This design comes from an exercise in tuning for small area and a short achievable clock period on the open sky130 flow, not from production work.
No functional check of the RTL was part of any run shown here.

**design.v**
```verilog
module Synth(
  input         clock,
  input         reset,
  input  [19:0] io_Freq_0,
  input  [19:0] io_Freq_1,
  input  [19:0] io_Freq_2,
  input  [19:0] io_Freq_3,
  input  [19:0] io_Freq_4,
  input  [19:0] io_Freq_5,
  input  [17:0] io_Amp_0,
  input  [17:0] io_Amp_1,
  input  [17:0] io_Amp_2,
  input  [17:0] io_Amp_3,
  input  [17:0] io_Amp_4,
  input  [17:0] io_Amp_5,
  output [22:0] io_Out
);
  reg [11:0] t;              
  reg [19:0] div [0:5];
  reg [19:0] idx [0:5];
  reg [19:0] IRS;            
  reg [19:0] P;
  reg [19:0] W1;
  reg [17:0] WaveReg;
  reg [22:0] OutputReg;
  wire [19:0] freq [0:5];
  wire [17:0] amp  [0:5];
  assign freq[0] = io_Freq_0; assign freq[1] = io_Freq_1; assign freq[2] = io_Freq_2;
  assign freq[3] = io_Freq_3; assign freq[4] = io_Freq_4; assign freq[5] = io_Freq_5;
  assign amp[0] = io_Amp_0; assign amp[1] = io_Amp_1; assign amp[2] = io_Amp_2;
  assign amp[3] = io_Amp_3; assign amp[4] = io_Amp_4; assign amp[5] = io_Amp_5;
  wire ph = t[1] | t[3] | t[5] | t[7] | t[9] | t[11];
  reg [19:0] idx_n [0:5];
  reg [19:0] div_n [0:5];
  reg [20:0] cd, cp;
  reg        eq;
  integer i, b;
  always @* begin
    for (i = 0; i < 6; i = i + 1) begin
      eq = ~|(div[i] ^ freq[i]);
      cd[0] = 1'b1;
      cp[0] = 1'b1;
      for (b = 0; b < 20; b = b + 1) begin
        cd[b+1] = cd[b] & div[i][b];
        cp[b+1] = cp[b] & idx[i][b];
      end
      div_n[i] = (div[i] ^ cd[19:0]) & {20{~eq}};
      idx_n[i] = idx[i] ^ (cp[19:0] & {20{eq}});
    end
  end
  always @(posedge clock) begin
    for (i = 0; i < 6; i = i + 1) begin
      div[i] <= div_n[i] & {20{~reset}};
      idx[i] <= idx_n[i] & {20{~reset}};
    end
  end
  reg [19:0] irs_n;
  reg [17:0] amp_s;
  always @* begin
    irs_n = 20'h0;
    amp_s = 18'h0;
    for (i = 0; i < 6; i = i + 1) begin
      if (t[(2*i+11) % 12] | t[2*i]) irs_n = irs_n | idx_n[i];
      if (t[2*i+1]) amp_s = amp_s | amp[i];
    end
  end
  wire [19:0] mod   = ({20{t[2] | t[3] | t[4] | t[5] | t[6] | t[7]}} & P)
                    | ({20{t[8] | t[9] | t[10] | t[11]}} & W1);
  wire [19:0] index = mod + IRS;
  wire [17:0] fold  = index[18] ? index[17:0] : ~index[17:0];
  wire        negw  = ph & index[19];
  wire [17:0] m1 = ph ? WaveReg : fold;
  wire [17:0] m2 = ({18{~ph}} & fold) | amp_s;
  wire [20:0] m1x = {2'b00, m1, 1'b0};
  wire [39:0] row [0:9];
  wire [39:0] nrow;
  genvar k;
  generate
    for (k = 0; k < 10; k = k + 1) begin : booth
      wire b0 = m1x[2*k];
      wire b1 = m1x[2*k+1];
      wire b2 = m1x[2*k+2];
      wire one = b1 ^ b0;
      wire two = (b2 & ~b1 & ~b0) | (~b2 & b1 & b0);
      wire neg = b2 ^ negw;
      wire [18:0] mag = ({19{one}} & {1'b0, m2}) | ({19{two}} & {m2, 1'b0});
      wire [19:0] pp = {~neg, mag ^ {19{neg}}};
      assign row[k] = {20'h0, pp} << (2*k);
      assign nrow[2*k] = neg;
      assign nrow[2*k+1] = 1'b0;
    end
  endgenerate
  assign nrow[39:20] = 20'h0;
  localparam [39:0] BOOTHK = 40'hD5_5558_0000;  
  wire [39:0] krow = {23'h0, {17{negw}}};                   
  wire [39:0] prow = t[11] ? {{3{P[19]}}, P, 17'h0} : 40'h0;  
  wire [39:0] sum = row[0] + row[1] + row[2] + row[3] + row[4] + row[5] + row[6]
                  + row[7] + row[8] + row[9] + nrow + krow + prow + BOOTHK;
  always @(posedge clock) begin
    if (reset) t <= 12'h001;
    else t <= {t[10:0], t[11]};
    if (reset) IRS <= 20'h0;
    else IRS <= irs_n;
    WaveReg <= ~sum[35:18];
    if (t[1] | t[3] | t[5] | t[7]) P <= sum[36:17];
    if (reset) W1 <= 20'h0;
    else if (t[9]) W1 <= sum[36:17];
    if (reset) OutputReg <= 23'h0;
    else if (t[11]) OutputReg <= sum[39:17];
  end
  assign io_Out = OutputReg;
endmodule
```
**flow/run.sh**
```bash
#!/bin/bash
# Standard ORFS layout with a tighter setup-repair target and minimum-size
# port buffers. Full tool output goes to standard.log in the work folder.
set -euo pipefail
bash standard.sh SETUP_SLACK_MARGIN=8 'BUFFER_PORTS_ARGS=-buffer_cell sky130_fd_sc_hd__buf_1' finish > standard.log 2>&1
```
**standard.sh**
```bash
#!/bin/bash
# synth_recipe.tcl (not shown) runs the flow's synth.tcl, then flattens the netlist and writes it again
# the make line also repeats each setting of config.mk as NAME=value (left out here)
make -C /OpenROAD-flow-scripts/flow DESIGN_CONFIG=/design/flow/config.mk WORK_HOME=/design/flow/orfs CLKGATE_MAP_FILE= SYNTH_SCRIPT=/design/flow/synth_recipe.tcl "${@:-finish}"
```
**config.mk**
```make
export PLATFORM = sky130hd
export DESIGN_NAME = Synth
export DESIGN_NICKNAME = Synth
export VERILOG_FILES = /design/flow/design.v
export SDC_FILE = /design/flow/constraint.sdc
export NUM_CORES = 4
export LEC_CHECK = 0
export CAP_MARGIN = 20
export CORE_MARGIN = 2
export CORE_UTILIZATION = 40
export SLEW_MARGIN = 20
```
**constraint.sdc**
```tcl
create_clock -name core_clock -period 15.0 [get_ports {clock}]
set_input_delay 3.0000 -clock core_clock [delete_from_list [all_inputs] [get_ports {clock}]]
set_output_delay 3.0000 -clock core_clock [all_outputs]
set_load 0.01 [all_outputs]
```
==> flow_summary.json, run 1 <==
{
  "met2_length_mm": 42.18,
  "drtIter0Drc": 2480,
  "met1_length_mm": 41.21,
  "required_ns": 15.46,
  "critPathLaunchType": "register",
  "die_w_um": 270.5,
  "maxSlewViolCount": 0,
  "final_cell_count_no_fill": 4502,
  "cp-startpoint": "t[7]$_SDFF_PP0_",
  "postPlaceCellArea_sq_mm": 0.03068,
  "fin_area_sq_mm": 0.03569,
  "drcViolationCount": 0,
  "vias": 25145,
  "period_share": 0.6545,
  "io_pins": 253,
  "rows": 97,
  "register_area_sq_mm": 0.007271,
  "fin_skew_ns": 0.01605,
  "worstRegToRegCells": 33,
  "finalSetupViolCount": 0,
  "root_buffer": "clkbuf_16",
  "dr.max_layer_used": "met5",
  "reg2reg_to": "OutputReg[19]$_SDFFE_PP0P_",
  "track_usage": 0.2559,
  "hold_violations": 0,
  "slew_headroom": 0.3066,
  "crit_path_end": "OutputReg[19]$_SDFFE_PP0P_",
  "syn_nets": 3755,
  "grt_max_degree": 63,
  "maxCapViolCount": 0,
  "ys_seq_elements": 353,
  "totalWireLength_mm": 97.22,
  "place.gp.congestion": 0.9470,
  "clkLatencyLatePin_ns": 0.56,
  "r2r_setup_slack_ns": 5.18,
  "wire_per_inst_um": 21.59,
  "avgSynthCellArea_sq_um": 9.128,
  "dp_hpwl_mm": 70.45,
  "wl_met3_mm": 10.26,
  "ys_seq_area_frac": 0.2557,
  "fillers": 6499,
  "initial_utilization": 0.4051,
  "firstDrtPassIters": 6,
  "die_y_um": 270.5,
  "reg2reg_from": "t[7]$_SDFF_PP0_",
  "grt_pass1_wl_mm": 145.7,
  "die_area_sq_mm": 0.07318,
  "clockBufferDepth": 3,
  "hold_class": "reg2reg",
  "cp_num_buf_inv": 4,
  "worstSetupPathType": "reg2reg",
  "synth_cell_types": 99,
  "cp_max_fo": 8,
  "nets": 4169,
  "synthCells": 3113,
  "timing.setup.tns_ns": 0,
  "drive_gt1_frac": 0.1880,
  "crit_family": "adder cells",
  "grt_antenna_before_repair": 1,
  "multi_input_area_sq_mm": 0.02162,
  "worstSetupEndpointType": "register",
  "ys_warn_count": 5,
  "cts_hold_buf": 0,
  "cpMaxStageDelayCell": "and4_1",
  "path_clk_slew_ns": 0.06,
  "worst_slew_pin_slew_ns": 1.039,
  "syn2layout_area_growth_pct": 25.59,
  "async_flop_share": 0,
  "cts_made_buffers": 40,
  "cts_tree": "built",
  "max_freq_mhz": 101.9,
  "synth_edf_count": 20,
  "dp_cells": 4190,
  "arrival_ns": 10.28,
  "cp.depth": 33,
  "synth_area_sq_mm": 0.02841,
  "port_buffers": 252,
  "synth_top_flop_cell": "dfxtp_1",
  "status": "no timing/DRC/antenna violations",
  "crit_top_cell": "fa_1",
  "grt.overflow.total": 0,
  "grt_setup_unrepaired": "true",
  "max_stage_delay_ns": 0.63,
  "detail_route.vias_per_cell": 5.585,
  "cts.sinks": 353,
  "fin_crit_ns": 9.817,
  "coreArea_sq_mm": 0.07015,
  "fin_hold_ws_ns": 0.4487,
  "h-tree-depth": 2,
  "ant_nets": 0,
  "grt_pass1_vias": 24547
}
[area by class of cell]
cell class / instances / area share
Inverter: 202 / 0.02205
Tap cell: 940 / 0.03296
Sequential cell: 353 / 0.2037
Clock buffer: 61 / 0.03401
Multi-Input combinational cell: 2402 / 0.6059
Antenna cell: 3 / 0.0002104
Timing Repair Buffer: 528 / 0.09652
Clock inverter: 13 / 0.004593
[sequential cells by signal, indices dropped and copies added (netlist names)]
| signal | flops |
|---|---|
| div | 120 |
| idx | 120 |
| OutputReg | 23 |
| IRS | 20 |
| P | 20 |
| W1 | 20 |
| WaveReg | 18 |
| t | 12 |
[layout by cell type (no fill, tap or decap), drive strengths merged, types with 13 or more instances in the layout]
master / n
o21a: 13
nor2b: 24
mux2i: 20
ha: 246
or2: 17
buf: 526
nor2: 268
and3: 60
o21ai: 55
o22ai: 91
a21o: 32
inv: 200
nand3: 67
a22oi: 118
nor3: 60
clkbuf: 63
fa: 166
nor4: 28
dfxtp: 333
nand4: 43
edfxtp: 20
and4: 15
nand2: 149
a21oi: 112
a22o: 25
xnor2: 328
and2: 118
xor2: 158
[layer usage]
metal	GRT usage	up-vias
met5	0	-
met3	0.06124	246
li1	-	11621
met4	0.07749	2
met2	0.3968	1265
met1	0.3518	12011
[through the flow]
stage                     setup slack (ns)    util
after CTS                            5.382  0.4909
after floorplan                      5.606       -
after detailed placement             3.902  0.4373
final                                5.183  0.5087
after global placement               3.888  0.4373
after global routing                 4.900  0.5086
[cell families after synthesis]
logic type | synth area share
compound gates | 0.1407
xor+xnor | 0.1590
fa+ha+maj | 0.2253
buf+inv | 0.05007
flops | 0.2557
mux | 0.01022
simple gates | 0.1590
[tightest hold or removal path: stages, from the launching register on]
cell and delay, ns:
dfxtp_1 0.31, nand2_1 0.05, o21ai_1 0.05
[cells in the mapped netlist, drive strengths merged, types with 15 or more instances]
library cell / count / area (sq um)
a21o: 32 / 240.2
a21oi: 112 / 560.5
a22o: 25 / 219.0
a22oi: 118 / 890.9
and2: 118 / 740.7
and3: 60 / 375.4
and4: 15 / 131.4
buf: 44 / 227.7
clkbuf: 115 / 431.7
dfxtp: 333 / 6666
edfxtp: 20 / 600.6
fa: 166 / 3323
ha: 246 / 3078
inv: 200 / 755.7
mux2i: 20 / 211.5
nand2: 149 / 559.3
nand3: 67 / 335.3
nand4: 43 / 269.0
nor2: 268 / 1013
nor2b: 24 / 150.1
nor3: 60 / 326.6
nor4: 28 / 190.2
o21ai: 55 / 279.0
o22ai: 91 / 569.3
or2: 17 / 106.4
xnor2: 328 / 2922
xor2: 158 / 1391
[what timing repair did]
item                       CTS  global route
setup endpoints to repair   81            81
setup buffers              167            63
resized for setup          185           145
pin swaps                  112           109
cloned                       2             3
[how the worst min path moves through the flow]
stage	start	end	slack, ns	cells after the start
after global routing	OutputReg[20]$_SDFFE_PP0P_	OutputReg[20]$_SDFFE_PP0P_	0.47	2
after global placement	OutputReg[13]$_SDFFE_PP0P_	OutputReg[13]$_SDFFE_PP0P_	0.44	2
after CTS	OutputReg[20]$_SDFFE_PP0P_	OutputReg[20]$_SDFFE_PP0P_	0.45	2
final	OutputReg[20]$_SDFFE_PP0P_	OutputReg[20]$_SDFFE_PP0P_	0.45	2
after floorplan	W1[5]$_SDFFE_PP0P_	W1[5]$_SDFFE_PP0P_	0.44	2
after detailed placement	OutputReg[20]$_SDFFE_PP0P_	OutputReg[20]$_SDFFE_PP0P_	0.44	2
==> run 2: changes to the inputs <==
==> flow/run.sh (replaced) <==
#!/bin/bash
# Standard ORFS layout with a tighter setup-repair target and minimum-size
# port buffers. Full tool output goes to standard.log in the work folder.
set -euo pipefail
bash standard.sh SETUP_SLACK_MARGIN=6.5 'BUFFER_PORTS_ARGS=-buffer_cell sky130_fd_sc_hd__buf_1' finish > standard.log 2>&1
==> flow_summary.json, run 2 <==
{
  "initial_utilization": 0.4051,
  "place.gp.congestion": 0.9704,
  "drive_gt1_frac": 0.1864,
  "grt_max_degree": 83,
  "async_flop_share": 0,
  "detail_route.vias_per_cell": 5.552,
  "synth_common_cells": "dfxtp_1, xnor2_1, nor2_1, ha_1, inv_1",
  "firstDrtPassIters": 6,
  "reg.largest.list": "div x120, idx x120, OutputReg x23",
  "h-tree-depth": 2,
  "vias": 24912,
  "die_w_um": 270.5,
  "synthCells": 3113,
  "hold_violations": 0,
  "port_buffers": 252,
  "ys_seq_area_frac": 0.2557,
  "wire_per_inst_um": 21.82,
  "worstSetupEndpointType": "register",
  "cp_max_fo": 6,
  "grt_pass1_vias": 24780,
  "timing.setup.tns_ns": 0,
  "avgSynthCellArea_sq_um": 9.128,
  "ys_seq_elements": 353,
  "final_common_cell": "dfxtp_1",
  "grt.overflow.total": 0,
  "ys_top_cells_by_area": "dfxtp_1, fa_1, ha_1",
  "required_ns": 15.45,
  "max_stage_delay_ns": 0.55,
  "max_freq_mhz": 101.9,
  "worst_slew_pin_slew_ns": 0.9232,
  "coreArea_sq_mm": 0.07015,
  "grt_pass1_wl_mm": 148.4,
  "grt_antenna_before_repair": 2,
  "antenna_cells": 0,
  "ys_warn_count": 5,
  "arrival_ns": 10.27,
  "period_share": 0.6543,
  "r2r_setup_slack_ns": 5.19,
  "die_area_sq_mm": 0.07318,
  "status": "no timing/DRC/antenna violations",
  "fin_crit_ns": 9.815,
  "path_clk_slew_ns": 0.06,
  "maxCapViolCount": 0,
  "synth_edf_count": 20,
  "synth_area_sq_mm": 0.02841,
  "fin_skew_ns": 0.02221,
  "synth_top_flop_cell": "dfxtp_1",
  "die_y_um": 270.5,
  "final_cell_mix": "dfxtp_1, xnor2_1, nor2_1",
  "track_usage": 0.2610,
  "synth_cell_types": 99,
  "worstSetupPathType": "reg2reg",
  "drcViolationCount": 0,
  "dp_hpwl_mm": 69.98,
  "syn_nets": 3755,
  "drtIter0Drc": 2048,
  "clkLatencyLatePin_ns": 0.56,
  "maxSlewViolCount": 0,
  "post-synth-top-count-cell": "dfxtp_1",
  "syn2layout_area_growth_pct": 25.57,
  "io_pins": 253,
  "fin_hold_ws_ns": 0.4508,
  "yosysTopAreaCellShare": 0.2346,
  "ant_nets": 0,
  "fillers": 6526,
  "totalWireLength_mm": 97.90,
  "clockBufferDepth": 3,
  "cts_made_buffers": 41,
  "yosysTopAreaCell": "dfxtp_1",
  "nets": 4161,
  "root_buffer": "clkbuf_16",
  "cts.sinks": 353,
  "cpMaxStageDelayCell": "or4_4",
  "slew_headroom": 0.3823,
  "grt_setup_unrepaired": "true",
  "finalSetupViolCount": 0,
  "rows": 97,
  "critPathLaunchType": "register",
  "hold_class": "reg2reg",
  "cts_hold_buf": 0,
  "cts_tree": "built"
}
==> run 2: layer usage <==
metal | track usage | up-vias | part of all wire
met1 | 0.3598 | 11976 | 0.43
met3 | 0.06293 | 236 | 0.097
li1 | - | 11585 | -
met5 | 0 | - | 0.00021
met2 | 0.4014 | 1111 | 0.43
met4 | 0.08316 | 4 | 0.037
==> run 2: per-stage QoR <==
| stage | area [sq um] | utilization | std cells | worst slack (ns) |
|---|---|---|---|---|
| floorplan | 28860 | - | 3113 | 5.606 |
| global placement | 30580 | 0.4359 | 4191 | 3.905 |
| detailed placement | 30580 | 0.4359 | 4191 | 3.815 |
| CTS | 34930 | 0.4979 | 4449 | 5.362 |
| global route | 35680 | 0.5087 | 4487 | 4.903 |
| finish | 35680 | 0.5087 | 4487 | 5.185 |
==> run 2: path summary, 6_finish.rpt <==
path	start	end	depth (start not counted)
worst max-delay path	t[7]$_SDFF_PP0_	OutputReg[15]$_SDFFE_PP0P_	40
worst min-delay path	OutputReg[20]$_SDFFE_PP0P_	OutputReg[20]$_SDFFE_PP0P_	2
worst max register to register	t[7]$_SDFF_PP0_	OutputReg[15]$_SDFFE_PP0P_	40
worst min register to register	OutputReg[20]$_SDFFE_PP0P_	OutputReg[20]$_SDFFE_PP0P_	2
==> run 2: what timing repair did <==
action	4_1_cts	5_1_grt
setup endpoints to repair	81	81
gates resized for setup	284	101
setup buffers	177	38
pin swaps	117	71
cloned	10	0
==> run 2: layout make-up <==
type                            count  area (sq um)  share of cell area
Clock buffer                       57          1169             0.03275
Clock inverter                     14         197.7            0.005540
Inverter                          202         784.5             0.02199
Multi-Input combinational cell   2403         21660              0.6071
Sequential cell                   353          7271              0.2038
Tap cell                          940          1176             0.03296
Timing Repair Buffer              518          3422             0.09590
==> run 2: logic make-up after synthesis <==
group | after synthesis | synth area share
AO/OA/AOI/OAI | 572 | 0.1407
AND/OR/NAND/NOR | 893 | 0.1590
buffers and inverters | 361 | 0.05007
multiplexers | 27 | 0.01022
adder cells (fa/ha/maj) | 412 | 0.2253
flip-flops | 353 | 0.2557
XOR/XNOR | 495 | 0.1590
==> run 2: worst max-delay path, delay by kind of cell (launching register included) <==
family,cells,cell delay [ns]
muxes,1,0.19
buffers and inverters,10,1.28
DFF,1,0.32
xor gates and xnor gates,3,0.60
and+or+nand+nor,8,1.97
adders and majority gates,8,3.36
AOI/OAI and AO/OA,10,1.98

-- static timing again, ports no longer ideal --
In the flow no input, the clock included, has a driving cell. The finished layouts below were timed again as built, in two steps.
Step 1 assumes that a clkbuf_16 drives the clock port and a buf_2 every other input.
Step 2 also shifts input and output timing later by t, the mid clock arrival at the registers, as if the neighbouring blocks saw the same clock.
Three values: no drivers, after step 1, after step 2; two values: the first two.
run | t, ns | slack for setup (ns) | clock arrival spread, ns | worst register clock-pin slew, ns | worst data-port slew with drivers (ns)
run 1 | 0.617 | 5.183 / 5.183 / 4.746 | 0.021 / 0.021 | 0.07 / 0.07 | 0.07
run 2 | 0.610 | 5.185 / 5.185 / 4.890 | 0.022 / 0.022 | 0.06 / 0.06 | 0.07
After both steps every run listed still meets setup and hold. For run 1, which loses most, drivers alone change the setup slack by 0.000 ns; drivers and shift together by -0.437 ns.
